Background: an optimization exercise with open tools, aiming at small area and a short achievable clock period. Do not read the settings as production practice. Only simulation tests tie the RTL to the original design; equivalence was not proved. Power figures rest on the tool's default switching activity, not on a simulated workload.

==> flow/design.v <==
module Aoi222 (
	input 		s0, d0, s1, d1, s2, d2,
	output 	wire 	y
);
assign y = ~((s0 & d0) | (s1 & d1) | (s2 & d2));
endmodule  
module RdBit (
	input 		[31:1] 	sel,
	input 		[31:1] 	d,
	output 	wire 		q
);
wire [10:0] n;
genvar k;
generate for (k = 0; k < 10; k = k + 1) begin : grp
	Aoi222 aoi(
		.s0(sel[3*k+1]), .d0(d[3*k+1]),
		.s1(sel[3*k+2]), .d1(d[3*k+2]),
		.s2(sel[3*k+3]), .d2(d[3*k+3]),
		.y(n[k])
	);
end endgenerate
assign n[10] = ~(sel[31] & d[31]);
assign q = ~&n;
endmodule  
module RegRead (
	input 		[31:1] 	sela,
	input 		[31:1] 	selb,
	input 		[1023:32] regbits,
	output 	wire [31:0] busA,
	output 	wire [31:0] busB
);
genvar b, r;
generate for (b = 0; b < 32; b = b + 1) begin : col
	wire [31:1] colbits;
	for (r = 1; r < 32; r = r + 1) begin : c
		assign colbits[r] = regbits[32*r + b];
	end
	RdBit rda(.sel(sela), .d(colbits), .q(busA[b]));
	RdBit rdb(.sel(selb), .d(colbits), .q(busB[b]));
end endgenerate
endmodule  
module RegFile (
	input 					clk,
	input 					regwr,
	input 			[4:0] 	ra,
	input 			[4:0] 	rb,
	input 			[4:0] 	rw,
	input 			[31:0] 	busW,
	output 	wire 	[31:0] 	busA,
	output 	wire 	[31:0] 	busB
);
reg  [31:0] regs [1:31];
wire [31:1] sela, selb;
wire [1023:32] regbits;
genvar g, b;
generate for (g = 1; g < 32; g = g + 1) begin : row
	assign sela[g] = (ra == g);
	assign selb[g] = (rb == g);
	assign regbits[32*g +: 32] = regs[g];
	always @(posedge clk)
		if (regwr && rw == g)
			regs[g] <= busW;
end endgenerate
RegRead rd(
	.sela(sela),
	.selb(selb),
	.regbits(regbits),
	.busA(busA),
	.busB(busB)
);
endmodule  
module rv32is(
	input 			clock,
	input 			reset,
	output 	[31:0] 	imemaddr,
	input  	[31:0] 	imemdataout,
	output 	[31:0] 	dmemaddr,
	input  	[31:0] 	dmemdataout,
	output 	[31:0] 	dmemdatain,
	output 	[2:0]	dmemop,
	output			dmemwe,
	output 	[31:0] 	dbgdata
);
function [31:0] rev32(input [31:0] x);
	integer k;
	for (k = 0; k < 32; k = k + 1) rev32[k] = x[31 - k];
endfunction
reg 	[31:1] 	pc1;
wire 	[31:0] 	pc = {pc1, 1'b0};
wire 	[31:0] 	instr = imemdataout;
wire 	[6:0] 	op = instr[6:0];
wire 	[2:0] 	func3 = instr[14:12];
wire memwr    = ~op[6] & op[5] & ~op[4];
wire mem2reg  = ~op[6] & ~op[5] & ~op[4];
wire regwr    = ~(op[5] & ~op[4] & ~op[2]);
wire jump     = op[6] & op[2];
wire jal      = op[3];
wire jalr     = op[6] & op[2] & ~op[3];
wire branch   = op[6] & ~op[2];
wire lui      = op[4] & op[2] & op[5];
wire auipc    = op[4] & op[2] & ~op[5];
wire bsrc_reg = op[5] & op[4];
wire imm_s    = op[5] & ~op[6];
wire aluop    = op[4] & ~op[2];
wire [2:0] alufunc = aluop ? func3 : 3'b000;
wire sub      = aluop & ((func3 == 3'b000 & op[5] & instr[30]) | (func3[2:1] == 2'b01));
wire arith    = instr[30];
wire [31:0] immIS = {{20{instr[31]}}, instr[31:25], imm_s ? instr[11:7] : instr[24:20]};
wire [31:0] immU  = {instr[31:12], 12'b0};
wire [31:0] immB  = {{20{instr[31]}}, instr[7], instr[30:25], instr[11:8], 1'b0};
wire [31:0] immJ  = {{12{instr[31]}}, instr[19:12], instr[20], instr[30:21], 1'b0};
wire [31:0] immPC = instr[4] ? immU : (jal ? immJ : immB);
wire [31:0] busA, busB, busW;
RegFile myregfile(
	.clk(clock),
	.regwr(regwr),
	.ra(instr[19:15]),
	.rb(instr[24:20]),
	.rw(instr[11:7]),
	.busW(busW),
	.busA(busA),
	.busB(busB)
);
wire [31:0] alub = bsrc_reg ? busB : immIS;
wire [31:0] sum  = busA + (alub ^ {32{sub}}) + {31'b0, sub};
wire        pcrel = op[6] ? ~op[2] | op[3] : op[2];    
wire [31:0] addr = (pcrel ? pc : busA) + (pcrel ? immPC : immIS);
wire diffsign = busA[31] ^ alub[31];
wire lts = diffsign ? busA[31] : sum[31];
wire ltu = diffsign ? alub[31] : sum[31];
wire [4:0]  shamt = alub[4:0];
wire [31:0] shsrc = ~func3[2] ? rev32(busA) : busA;
wire        fill  = arith & busA[31];
wire [31:0] s0 = shamt[0] ? {{ 1{fill}}, shsrc[31:1]} : shsrc;
wire [31:0] s1 = shamt[1] ? {{ 2{fill}}, s0[31:2]}  : s0;
wire [31:0] s2 = shamt[2] ? {{ 4{fill}}, s1[31:4]}  : s1;
wire [31:0] s3 = shamt[3] ? {{ 8{fill}}, s2[31:8]}  : s2;
wire [31:0] s4 = shamt[4] ? {{16{fill}}, s3[31:16]} : s3;
reg [31:0] aluresult;
always @(*) begin
	case (alufunc)
		3'b000: aluresult = sum;
		3'b001: aluresult = rev32(s4);
		3'b010: aluresult = {31'b0, lts};
		3'b011: aluresult = {31'b0, ltu};
		3'b100: aluresult = busA ^ alub;
		3'b101: aluresult = s4;
		3'b110: aluresult = busA | alub;
		default: aluresult = busA & alub;
	endcase
end
wire beq  = (busA == busB);
wire bltu = (busA < busB);
wire blt  = (busA[31] ^ busB[31]) ? busA[31] : bltu;
reg  bcond;
always @(*) begin
	case (func3[2:1])
		2'b00: bcond = beq;
		2'b10: bcond = blt;
		default: bcond = bltu;
	endcase
end
wire taken = bcond ^ func3[0];
wire [31:0] target = addr;
wire [31:0] pc4 = {pc[31:2] + 30'd1, pc[1:0]};
reg [31:0] wbsel;
always @(*) begin
	case ({lui | jump, auipc | jump})
		2'b00: wbsel = aluresult;
		2'b01: wbsel = target;
		2'b10: wbsel = immU;
		default: wbsel = pc4;
	endcase
end
assign busW = mem2reg ? dmemdataout : wbsel;
wire [31:0] seqtgt = (jal | (branch & taken)) ? target : pc4;
wire [31:0] nxtpc = reset ? 32'b0 : (jalr ? {addr[31:1], 1'b0} : seqtgt);
assign imemaddr = nxtpc;
assign dbgdata = pc;
assign dmemaddr = addr;
assign dmemdatain = busB;
assign dmemop = func3;
assign dmemwe = memwr;
always @(posedge clock)
	pc1 <= nxtpc[31:1];
endmodule  
Settings: LEC_CHECK=0, CAP_MARGIN=20, CORE_MARGIN=2, CORE_UTILIZATION=45, CTS_CLUSTER_DIAMETER=100, CTS_CLUSTER_SIZE=30, SETUP_SLACK_MARGIN=5, SLEW_MARGIN=20, SYNTH_HIERARCHICAL=1, SYNTH_MEMORY_MAX_BITS=2048; clock period 17.0 ns.
run.sh (not shown) runs the stock make flow with config.mk's settings and CLKGATE_MAP_FILE= SYNTH_SCRIPT=/design/flow/synth_recipe.tcl, a recipe that flattens the netlist after the stock synthesis.
Then changed:
--- a/flow/design.v
+++ b/flow/design.v
@@ -37,10 +37,16 @@
 	end
 	RdBit rda(.sel(sela), .d(colbits), .q(busA[b]));
 	RdBit rdb(.sel(selb), .d(colbits), .q(busB[b]));
 end endgenerate
 endmodule  
+module Hold (
+	input 		we, wen, d, q,
+	output 	wire 	y
+);
+assign y = (we & d) | (wen & q);
+endmodule  
 module RegFile (
 	input 					clk,
 	input 					regwr,
 	input 			[4:0] 	ra,
 	input 			[4:0] 	rb,
@@ -55,13 +61,17 @@
 genvar g, b;
 generate for (g = 1; g < 32; g = g + 1) begin : row
 	assign sela[g] = (ra == g);
 	assign selb[g] = (rb == g);
 	assign regbits[32*g +: 32] = regs[g];
+	wire we = regwr & (rw == g);
+	wire [31:0] nxt;
+	for (b = 0; b < 32; b = b + 1) begin : bt
+		Hold h(.we(we), .wen(~we), .d(busW[b]), .q(regs[g][b]), .y(nxt[b]));
+	end
 	always @(posedge clk)
-		if (regwr && rw == g)
-			regs[g] <= busW;
+		regs[g] <= nxt;
 end endgenerate
 RegRead rd(
 	.sela(sela),
 	.selb(selb),
 	.regbits(regbits),
Power rose by 41%; global-route usage climbs by 4.5 points; worst setup slack is worse by 0.079 ns; design area barely changes; wire length went up by 12%.

-- afterwards: timing with drivers on the ports --
Ports are ideal in the flow. The routed layouts listed here were re-timed in OpenROAD. Step 1: set_driving_cell puts a clkbuf_16 on clock and a buf_2 on each other input, an assumption about the parent block. Step 2, shift: input delay + t, output delay - t, t = (earliest + latest rising clock arrival at the registers) / 2. This alone moves slack from input paths to output paths. Slacks: ideal ports / drivers / drivers and shift; pairs: ideal ports / drivers.
run | t, ns | setup slack, ns | worst slew at a driven data input, ns
the first run | 0.768 | 4.756 / 4.642 / 4.642 | 0.24
the second run | 0.773 | 4.677 / 4.593 / 4.593 | 0.16
After both steps setup and hold are still met in every run listed. The setup slack of the first run, which loses most, moves by -0.114 ns with the drivers and by -0.114 ns with both steps.
